This is an optimization exercise on Yosys and OpenROAD, whose aim is a short achievable clock period and few clock cycles, not a production implementation.
Only simulation tests tie the RTL to the original design; equivalence was not proved.

==> job 2862 <==
==> flow/design.v <==
module ks_add32(a, b, cin, s, cout);
input  [31:0] a, b;
input         cin;
output [31:0] s;
output        cout;
wire [31:0] p = a ^ b;
wire [31:0] g0 = a & b;
wire [31:0] g1, p1, g2, p2, g3, p3, g4, p4, g5, p5;
wire [31:0] gi = {g0[31:1], g0[0] | (p[0] & cin)};
genvar k;
generate
  for (k = 0; k < 32; k = k + 1) begin : lv
    if (k >= 1) begin
      assign g1[k] = gi[k] | (p[k] & gi[k-1]);
      assign p1[k] = p[k] & p[k-1];
    end else begin
      assign g1[k] = gi[k];
      assign p1[k] = p[k];
    end
    if (k >= 2) begin
      assign g2[k] = g1[k] | (p1[k] & g1[k-2]);
      assign p2[k] = p1[k] & p1[k-2];
    end else begin
      assign g2[k] = g1[k];
      assign p2[k] = p1[k];
    end
    if (k >= 4) begin
      assign g3[k] = g2[k] | (p2[k] & g2[k-4]);
      assign p3[k] = p2[k] & p2[k-4];
    end else begin
      assign g3[k] = g2[k];
      assign p3[k] = p2[k];
    end
    if (k >= 8) begin
      assign g4[k] = g3[k] | (p3[k] & g3[k-8]);
      assign p4[k] = p3[k] & p3[k-8];
    end else begin
      assign g4[k] = g3[k];
      assign p4[k] = p3[k];
    end
    if (k >= 16) begin
      assign g5[k] = g4[k] | (p4[k] & g4[k-16]);
      assign p5[k] = p4[k] & p4[k-16];
    end else begin
      assign g5[k] = g4[k];
      assign p5[k] = p4[k];
    end
  end
endgenerate
assign s = p ^ {g5[30:0], cin};
assign cout = g5[31];
endmodule
module pfx_add32(g, p, cin, s, cout);
input  [31:0] g, p;
input         cin;
output [31:0] s;
output        cout;
wire [31:0] g1, p1, g2, p2, g3, p3, g4, p4, g5;
genvar k;
generate
  for (k = 0; k < 32; k = k + 1) begin : lv
    if (k >= 1) begin
      assign g1[k] = g[k] | (p[k] & g[k-1]);
      assign p1[k] = p[k] & p[k-1];
    end else begin
      assign g1[k] = g[k];
      assign p1[k] = p[k];
    end
    if (k >= 2) begin
      assign g2[k] = g1[k] | (p1[k] & g1[k-2]);
      assign p2[k] = p1[k] & p1[k-2];
    end else begin
      assign g2[k] = g1[k];
      assign p2[k] = p1[k];
    end
    if (k >= 4) begin
      assign g3[k] = g2[k] | (p2[k] & g2[k-4]);
      assign p3[k] = p2[k] & p2[k-4];
    end else begin
      assign g3[k] = g2[k];
      assign p3[k] = p2[k];
    end
    if (k >= 8) begin
      assign g4[k] = g3[k] | (p3[k] & g3[k-8]);
      assign p4[k] = p3[k] & p3[k-8];
    end else begin
      assign g4[k] = g3[k];
      assign p4[k] = p3[k];
    end
    if (k >= 16)
      assign g5[k] = g4[k] | (p4[k] & g4[k-16]);
    else
      assign g5[k] = g4[k];
  end
endgenerate
assign s = p ^ {g5[30:0], cin};
assign cout = g5[31];
endmodule
module kustar(clock, clear, mem_addr, mem_wdata, mem_rdata, mem_read, mem_write);
input clock, clear;
output [31:0] mem_addr, mem_wdata;
input [31:0] mem_rdata;
output mem_read, mem_write;
reg [29:0] pc_q;         
reg [31:0] ea_q;         
reg        asel_q;       
reg        mcyc;         
reg        wr_q, rd_q;
reg [31:0] wd_q;
reg        m_lw;         
reg [4:0]  m_rt;
reg        xv;
reg [29:0] ipc;
reg        x_r, x_lw, x_sw, x_beq, x_and, x_or, x_slt, x_sub;
reg [4:0]  x_rs, x_rt, x_rd;
reg [31:0] x_imm;
reg [29:0] x_bt;
reg [31:0] a_q, b_q;
reg [31:0] bx_q;         
reg        cin_q, x_add;
reg [31:0] rf [1:31];
reg        w_en;
reg [4:0]  w_tag;
reg [31:0] lg_q;         
reg        slt_q;        
reg        w_lg, w_slt;  
reg        smc_q;        
reg [31:0] l_q;          
reg        w_isl;        
wire [31:0] ins = mem_rdata;
wire [5:0]  f_op = ins[31:26];
wire [4:0]  f_rs = ins[25:21];
wire [4:0]  f_rt = ins[20:16];
wire [4:0]  f_rd = ins[15:11];
wire [5:0]  f_fn = ins[5:0];
wire [29:0] fpc  = pc_q;
wire [29:0] fpc1 = fpc + 30'd1;
wire [31:0] f_bt_s;
wire        f_bt_c;
ks_add32 btadd({16'd0, fpc[15:0]}, {16'd0, ins[15:0]}, 1'b1, f_bt_s, f_bt_c);
wire [13:0] fhi_p = fpc[29:16] + 14'd1;
wire [13:0] fhi_m = fpc[29:16] - 14'd1;
wire [13:0] f_bt_hi = (f_bt_s[16] && !ins[15]) ? fhi_p :
                      (!f_bt_s[16] && ins[15]) ? fhi_m : fpc[29:16];
wire [29:0] f_bt = {f_bt_hi, f_bt_s[15:0]};
wire [29:0] f_jt = {fpc1[29:26], ins[25:0]};
wire        f_isr  = (f_op == 6'd0);
wire        f_islw = (f_op == 6'd35);
wire        f_issw = (f_op == 6'd43);
wire        f_isbeq = (f_op == 6'd4);
wire        f_isj  = (f_op == 6'd2);
wire        f_beqt = f_isbeq && (f_rs == f_rt);
wire [29:0] f_next = f_isj ? f_jt : (f_beqt ? f_bt : fpc1);
wire        xact = xv && !mcyc && !smc_q;
wire        x_mem = x_lw | x_sw;
wire [31:0] sum;
wire        cout;
wire [31:0] p_x = a_q ^ bx_q;
wire [31:0] g_x = {a_q[31:1] & bx_q[31:1], (a_q[0] & bx_q[0]) | (p_x[0] & cin_q)};
pfx_add32 adder(g_x, p_x, cin_q, sum, cout);
wire        ltu  = ~cout;
wire        eq   = (a_q == b_q);
wire        go_m = xact && x_mem;
wire        taken = xact && x_beq && eq;
wire        we_x = xact && x_r && (x_rd != 5'd0);
wire        we_m = mcyc && m_lw && (m_rt != 5'd0);
wire        we   = we_x || we_m;
wire [4:0]  wa   = mcyc ? m_rt : x_rd;
wire [31:0] wv   = w_isl ? l_q : w_slt ? {31'd0, slt_q} : w_lg ? lg_q : ea_q;
wire        ld_ir = !mcyc;            
wire [4:0]  o_rs  = ld_ir ? f_rs : x_rs;
wire [4:0]  o_rt  = ld_ir ? f_rt : x_rt;
wire [31:0] rf_a  = (f_rs == 5'd0) ? 32'd0 : (w_en && w_tag == f_rs) ? wv : rf[f_rs];
wire [31:0] rf_b  = (f_rt == 5'd0) ? 32'd0 : (w_en && w_tag == f_rt) ? wv : rf[f_rt];
wire        f_users = f_isr | f_islw | f_issw | (f_isbeq & !f_beqt);
wire        f_usert = f_isr | f_issw | (f_isbeq & !f_beqt);
wire        haz_new = we_x && ((f_users && x_rd == f_rs) || (f_usert && x_rd == f_rt));
wire [31:0] held_a = (w_en && w_tag == x_rs) ? wv : a_q;
wire [31:0] held_b = (w_en && w_tag == x_rt) ? wv : b_q;
wire [31:0] n_a = ld_ir ? rf_a : (we_m && m_rt == x_rs) ? mem_rdata : held_a;
wire [31:0] n_b = ld_ir ? rf_b : (we_m && m_rt == x_rt) ? mem_rdata : held_b;
wire        f_and = f_isr && (f_fn == 6'b100100);
wire        f_or  = f_isr && (f_fn == 6'b100101);
wire        f_slt = f_isr && (f_fn == 6'b101010);
wire        f_sub = f_isr && ((f_fn == 6'b100010) || (f_fn == 6'b101010));
wire        o_mem = ld_ir ? (f_islw | f_issw) : x_mem;
wire        o_sub = ld_ir ? f_sub : x_sub;
wire [31:0] o_imm = ld_ir ? {{16{ins[15]}}, ins[15:0]} : x_imm;
wire [31:0] n_bx  = o_mem ? o_imm : (o_sub ? ~n_b : n_b);
wire        n_cin = o_sub && !o_mem;
wire        smc   = mcyc && wr_q && xv && (ea_q[31:2] == ipc);
integer i;
always @(posedge clock or posedge clear)
begin
  if (clear) begin
    pc_q <= 0; mcyc <= 0; asel_q <= 0; smc_q <= 0; wr_q <= 0; rd_q <= 1;
    m_lw <= 0;
    xv <= 0; x_r <= 0; x_lw <= 0; x_sw <= 0; x_beq <= 0;
    x_and <= 0; x_or <= 0; x_slt <= 0; x_sub <= 0; x_add <= 0;
    for (i = 1; i < 32; i = i + 1) rf[i] <= 0;
    w_en <= 0;
  end else begin
    if (w_en) rf[w_tag] <= wv;
    w_en <= we;
    asel_q <= 0;
    smc_q <= smc;
    if (mcyc) begin
      mcyc <= 0;
      wr_q <= 0;
      rd_q <= 1;
    end else begin
      xv <= !taken;
      x_r <= f_isr;
      x_lw <= f_islw;
      x_sw <= f_issw;
      x_beq <= f_isbeq && !f_beqt;
      x_and <= f_and;
      x_or  <= f_or;
      x_slt <= f_slt;
      x_sub <= f_sub;
      x_add <= !(f_and || f_or || f_slt);
      if (smc_q) begin
        xv <= 0;
        pc_q <= ipc;
      end else if (haz_new) begin
        mcyc <= 1;
        pc_q <= f_next;
        wr_q <= 0;
        rd_q <= 1;
        m_lw <= 0;
      end else if (go_m) begin
        mcyc <= 1;
        asel_q <= 1;
        pc_q <= f_next;
        wr_q <= x_sw;
        rd_q <= !x_sw;
        m_lw <= x_lw;
      end else if (taken) begin
        pc_q <= x_bt;
      end else begin
        pc_q <= f_next;
      end
    end
  end
end
always @(posedge clock)
begin
  w_tag <= wa;
  lg_q <= x_and ? (a_q & b_q) : (a_q | b_q);
  slt_q <= ltu;
  w_lg <= x_and | x_or;
  w_slt <= x_slt;
  ea_q <= sum;
  l_q <= mem_rdata;
  w_isl <= mcyc;
  a_q <= n_a;
  b_q <= n_b;
  bx_q <= n_bx;
  cin_q <= n_cin;
  if (!mcyc) begin
    ipc <= fpc;
    x_rs <= f_rs;
    x_rt <= f_rt;
    x_rd <= f_rd;
    x_imm <= {{16{ins[15]}}, ins[15:0]};
    x_bt <= f_bt;
    if (!haz_new && go_m) begin
      wd_q <= b_q;
      m_rt <= x_rt;
    end
  end
end
assign mem_addr  = asel_q ? ea_q : {pc_q, 2'b00};
assign mem_wdata = wd_q;
assign mem_write = wr_q;
assign mem_read  = rd_q;
endmodule
==> flow/run.sh <==
#!/bin/bash
# synth_recipe.tcl (not shown) runs the flow's synth.tcl, then flattens the netlist and writes it again
# the make line also repeats each setting of config.mk as NAME=value (left out here)
make -C /OpenROAD-flow-scripts/flow DESIGN_CONFIG=/design/flow/config.mk WORK_HOME=/design/flow/orfs CLKGATE_MAP_FILE= SYNTH_SCRIPT=/design/flow/synth_recipe.tcl finish
==> flow/config.mk <==
export PLATFORM = sky130hd
export DESIGN_NAME = kustar
export DESIGN_NICKNAME = kustar
export VERILOG_FILES = /design/flow/design.v
export SDC_FILE = /design/flow/constraint.sdc
export NUM_CORES = 4
export LEC_CHECK = 0
export CAP_MARGIN = 20
export CORE_MARGIN = 2
export CORE_UTILIZATION = 35
export SETUP_SLACK_MARGIN = 2.5
export SLEW_MARGIN = 20
==> flow/constraint.sdc <==
create_clock -name core_clock -period 5.0 [get_ports {clock}]
set_input_delay 1.0000 -clock core_clock [delete_from_list [all_inputs] [get_ports {clock}]]
set_output_delay 1.0000 -clock core_clock [all_outputs]
set_load 0.01 [all_outputs]
==> job 2499 (differences from job 2862) <==
CORE_UTILIZATION = 40   (was 35)
==> job 2117 (differences from job 2862) <==
--- a/flow/design.v
+++ b/flow/design.v
@@ -102,10 +102,9 @@
 input [31:0] mem_rdata;
 output mem_read, mem_write;
-reg [29:0] pc_q;         
-reg [31:0] ea_q;         
-reg        asel_q;       
+reg [31:0] addr_q;       
 reg        mcyc;         
 reg        wr_q, rd_q;
 reg [31:0] wd_q;
+reg [29:0] npc;          
 reg        m_lw;         
 reg [4:0]  m_rt;
@@ -117,15 +116,10 @@
 reg [29:0] x_bt;
 reg [31:0] a_q, b_q;
-reg [31:0] bx_q;         
+reg [31:0] p_q, g_q;     
 reg        cin_q, x_add;
 reg [31:0] rf [1:31];
 reg        w_en;
 reg [4:0]  w_tag;
-reg [31:0] lg_q;         
-reg        slt_q;        
-reg        w_lg, w_slt;  
-reg        smc_q;        
-reg [31:0] l_q;          
-reg        w_isl;        
+reg [31:0] w_q;
 wire [31:0] ins = mem_rdata;
 wire [5:0]  f_op = ins[31:26];
@@ -134,5 +128,5 @@
 wire [4:0]  f_rd = ins[15:11];
 wire [5:0]  f_fn = ins[5:0];
-wire [29:0] fpc  = pc_q;
+wire [29:0] fpc  = addr_q[31:2];
 wire [29:0] fpc1 = fpc + 30'd1;
 wire [31:0] f_bt_s;
@@ -152,13 +146,13 @@
 wire        f_beqt = f_isbeq && (f_rs == f_rt);
 wire [29:0] f_next = f_isj ? f_jt : (f_beqt ? f_bt : fpc1);
-wire        xact = xv && !mcyc && !smc_q;
+wire        xact = xv && !mcyc;
 wire        x_mem = x_lw | x_sw;
 wire [31:0] sum;
 wire        cout;
-wire [31:0] p_x = a_q ^ bx_q;
-wire [31:0] g_x = {a_q[31:1] & bx_q[31:1], (a_q[0] & bx_q[0]) | (p_x[0] & cin_q)};
-pfx_add32 adder(g_x, p_x, cin_q, sum, cout);
+pfx_add32 adder(g_q, p_q, cin_q, sum, cout);
 wire        ltu  = ~cout;
-wire        eq   = (a_q == b_q);
+wire [31:0] res  = ({32{x_and}} & g_q) | ({32{x_or}} & (g_q | p_q)) |
+                   ({32{x_add}} & sum) | {31'd0, x_slt & ltu};
+wire        eq   = ~|p_q;
 wire        go_m = xact && x_mem;
 wire        taken = xact && x_beq && eq;
@@ -167,15 +161,13 @@
 wire        we   = we_x || we_m;
 wire [4:0]  wa   = mcyc ? m_rt : x_rd;
-wire [31:0] wv   = w_isl ? l_q : w_slt ? {31'd0, slt_q} : w_lg ? lg_q : ea_q;
+wire [31:0] wdat = mcyc ? mem_rdata : res;
 wire        ld_ir = !mcyc;            
 wire [4:0]  o_rs  = ld_ir ? f_rs : x_rs;
 wire [4:0]  o_rt  = ld_ir ? f_rt : x_rt;
-wire [31:0] rf_a  = (f_rs == 5'd0) ? 32'd0 : (w_en && w_tag == f_rs) ? wv : rf[f_rs];
-wire [31:0] rf_b  = (f_rt == 5'd0) ? 32'd0 : (w_en && w_tag == f_rt) ? wv : rf[f_rt];
-wire        f_users = f_isr | f_islw | f_issw | (f_isbeq & !f_beqt);
-wire        f_usert = f_isr | f_issw | (f_isbeq & !f_beqt);
-wire        haz_new = we_x && ((f_users && x_rd == f_rs) || (f_usert && x_rd == f_rt));
-wire [31:0] held_a = (w_en && w_tag == x_rs) ? wv : a_q;
-wire [31:0] held_b = (w_en && w_tag == x_rt) ? wv : b_q;
+wire [31:0] rf_a  = (f_rs == 5'd0) ? 32'd0 : (w_en && w_tag == f_rs) ? w_q : rf[f_rs];
+wire [31:0] rf_b  = (f_rt == 5'd0) ? 32'd0 : (w_en && w_tag == f_rt) ? w_q : rf[f_rt];
+wire        haz_new = we_x && ((x_rd == f_rs) || (x_rd == f_rt));
+wire [31:0] held_a = (w_en && w_tag == x_rs) ? w_q : a_q;
+wire [31:0] held_b = (w_en && w_tag == x_rt) ? w_q : b_q;
 wire [31:0] n_a = ld_ir ? rf_a : (we_m && m_rt == x_rs) ? mem_rdata : held_a;
 wire [31:0] n_b = ld_ir ? rf_b : (we_m && m_rt == x_rt) ? mem_rdata : held_b;
@@ -189,26 +181,41 @@
 wire [31:0] n_bx  = o_mem ? o_imm : (o_sub ? ~n_b : n_b);
 wire        n_cin = o_sub && !o_mem;
-wire        smc   = mcyc && wr_q && xv && (ea_q[31:2] == ipc);
+wire [31:0] n_p   = n_a ^ n_bx;
+wire [31:0] n_g   = {n_a[31:1] & n_bx[31:1], (n_a[0] & n_bx[0]) | (n_p[0] & n_cin)};
+wire        smc   = mcyc && wr_q && xv && (addr_q[31:2] == ipc);
 integer i;
 always @(posedge clock or posedge clear)
 begin
   if (clear) begin
-    pc_q <= 0; mcyc <= 0; asel_q <= 0; smc_q <= 0; wr_q <= 0; rd_q <= 1;
-    m_lw <= 0;
-    xv <= 0; x_r <= 0; x_lw <= 0; x_sw <= 0; x_beq <= 0;
-    x_and <= 0; x_or <= 0; x_slt <= 0; x_sub <= 0; x_add <= 0;
+    addr_q <= 0; mcyc <= 0; wr_q <= 0; rd_q <= 1; wd_q <= 0; npc <= 0;
+    m_lw <= 0; m_rt <= 0;
+    xv <= 0; ipc <= 0; x_r <= 0; x_lw <= 0; x_sw <= 0; x_beq <= 0;
+    x_and <= 0; x_or <= 0; x_slt <= 0; x_sub <= 0;
+    x_rs <= 0; x_rt <= 0; x_rd <= 0; x_imm <= 0; x_bt <= 0;
+    a_q <= 0; b_q <= 0; p_q <= 0; g_q <= 0; cin_q <= 0; x_add <= 0;
     for (i = 1; i < 32; i = i + 1) rf[i] <= 0;
-    w_en <= 0;
+    w_en <= 0; w_tag <= 0; w_q <= 0;
   end else begin
-    if (w_en) rf[w_tag] <= wv;
+    if (w_en) rf[w_tag] <= w_q;
     w_en <= we;
-    asel_q <= 0;
-    smc_q <= smc;
+    w_tag <= wa;
+    w_q <= wdat;
+    a_q <= n_a;
+    b_q <= n_b;
+    p_q <= n_p;
+    g_q <= n_g;
+    cin_q <= n_cin;
     if (mcyc) begin
       mcyc <= 0;
       wr_q <= 0;
       rd_q <= 1;
+      if (smc) begin
+        addr_q <= {ipc, 2'b00};
+        xv <= 0;
+      end else
+        addr_q <= {npc, 2'b00};
     end else begin
       xv <= !taken;
+      ipc <= fpc;
       x_r <= f_isr;
       x_lw <= f_islw;
@@ -220,10 +227,13 @@
       x_sub <= f_sub;
       x_add <= !(f_and || f_or || f_slt);
-      if (smc_q) begin
-        xv <= 0;
-        pc_q <= ipc;
-      end else if (haz_new) begin
+      x_rs <= f_rs;
+      x_rt <= f_rt;
+      x_rd <= f_rd;
+      x_imm <= {{16{ins[15]}}, ins[15:0]};
+      x_bt <= f_bt;
+      if (haz_new) begin
         mcyc <= 1;
-        pc_q <= f_next;
+        addr_q <= {f_next, 2'b00};
+        npc <= f_next;
         wr_q <= 0;
         rd_q <= 1;
@@ -231,45 +241,20 @@
       end else if (go_m) begin
         mcyc <= 1;
-        asel_q <= 1;
-        pc_q <= f_next;
+        addr_q <= sum;
+        npc <= f_next;
         wr_q <= x_sw;
         rd_q <= !x_sw;
+        wd_q <= b_q;
         m_lw <= x_lw;
+        m_rt <= x_rt;
       end else if (taken) begin
-        pc_q <= x_bt;
+        addr_q <= {x_bt, 2'b00};
       end else begin
-        pc_q <= f_next;
+        addr_q <= {f_next, 2'b00};
       end
     end
   end
 end
-always @(posedge clock)
-begin
-  w_tag <= wa;
-  lg_q <= x_and ? (a_q & b_q) : (a_q | b_q);
-  slt_q <= ltu;
-  w_lg <= x_and | x_or;
-  w_slt <= x_slt;
-  ea_q <= sum;
-  l_q <= mem_rdata;
-  w_isl <= mcyc;
-  a_q <= n_a;
-  b_q <= n_b;
-  bx_q <= n_bx;
-  cin_q <= n_cin;
-  if (!mcyc) begin
-    ipc <= fpc;
-    x_rs <= f_rs;
-    x_rt <= f_rt;
-    x_rd <= f_rd;
-    x_imm <= {{16{ins[15]}}, ins[15:0]};
-    x_bt <= f_bt;
-    if (!haz_new && go_m) begin
-      wd_q <= b_q;
-      m_rt <= x_rt;
-    end
-  end
-end
-assign mem_addr  = asel_q ? ea_q : {pc_q, 2'b00};
+assign mem_addr  = addr_q;
 assign mem_wdata = wd_q;
 assign mem_write = wr_q;
CORE_UTILIZATION = 45   (was 35)
SETUP_SLACK_MARGIN = 2.3   (was 2.5)
==> notes <==
- Job 2499 produced a clean layout. Job 2862 finished with timing, DRC and antenna clean. Job 2117 finished clean.
- The highest sequential share of layout area belongs to job 2499, the lowest to job 2117.
- Via count: job 2499 > job 2862 > job 2117.
- In job 2499 the core utilization is lower than in job 2117, by 3.7 points.
- Of job 2862 and job 2117, job 2862 has the higher clock-buffer cell count (gap 17).
Testbench counts of job 2862, summed over its fixed seeds: cycles 31,117.
Testbench counts of job 2499, summed over its fixed seeds: cycles 31,117.
Testbench counts of job 2117, summed over its fixed seeds: cycles 31,194.

==> separate check: timing with driven ports <==
Ports are ideal in the flow. The routed layouts listed here were re-timed in OpenROAD. Step 1: set_driving_cell puts a clkbuf_16 on clock and a buf_2 on each other input, an assumption about the parent block. Step 2 also shifts input and output timing later by t, the mid clock arrival at the registers, as if the neighbouring blocks saw the same clock. Slacks: ideal ports / drivers / drivers and shift; pairs: ideal ports / drivers.
run | shift t [ns] | slack for setup (ns) | hold WS [ns] | worst data-port slew with drivers (ns)
job 2862 | 0.936 | 1.798 / 1.701 / 0.920 | 0.400 / 0.360 / 0.400 | 0.37
job 2499 | 0.906 | 1.923 / 1.838 / 1.062 | 0.349 / 0.335 / 0.370 | 0.12
job 2117 | 0.924 | 1.707 / 1.740 / 0.815 | 0.467 / 0.467 / 0.467 | 0.16
After both steps every run listed still meets setup and hold. The setup slack of job 2117, which loses most, moves by +0.033 ns with the drivers and by -0.892 ns with both steps.
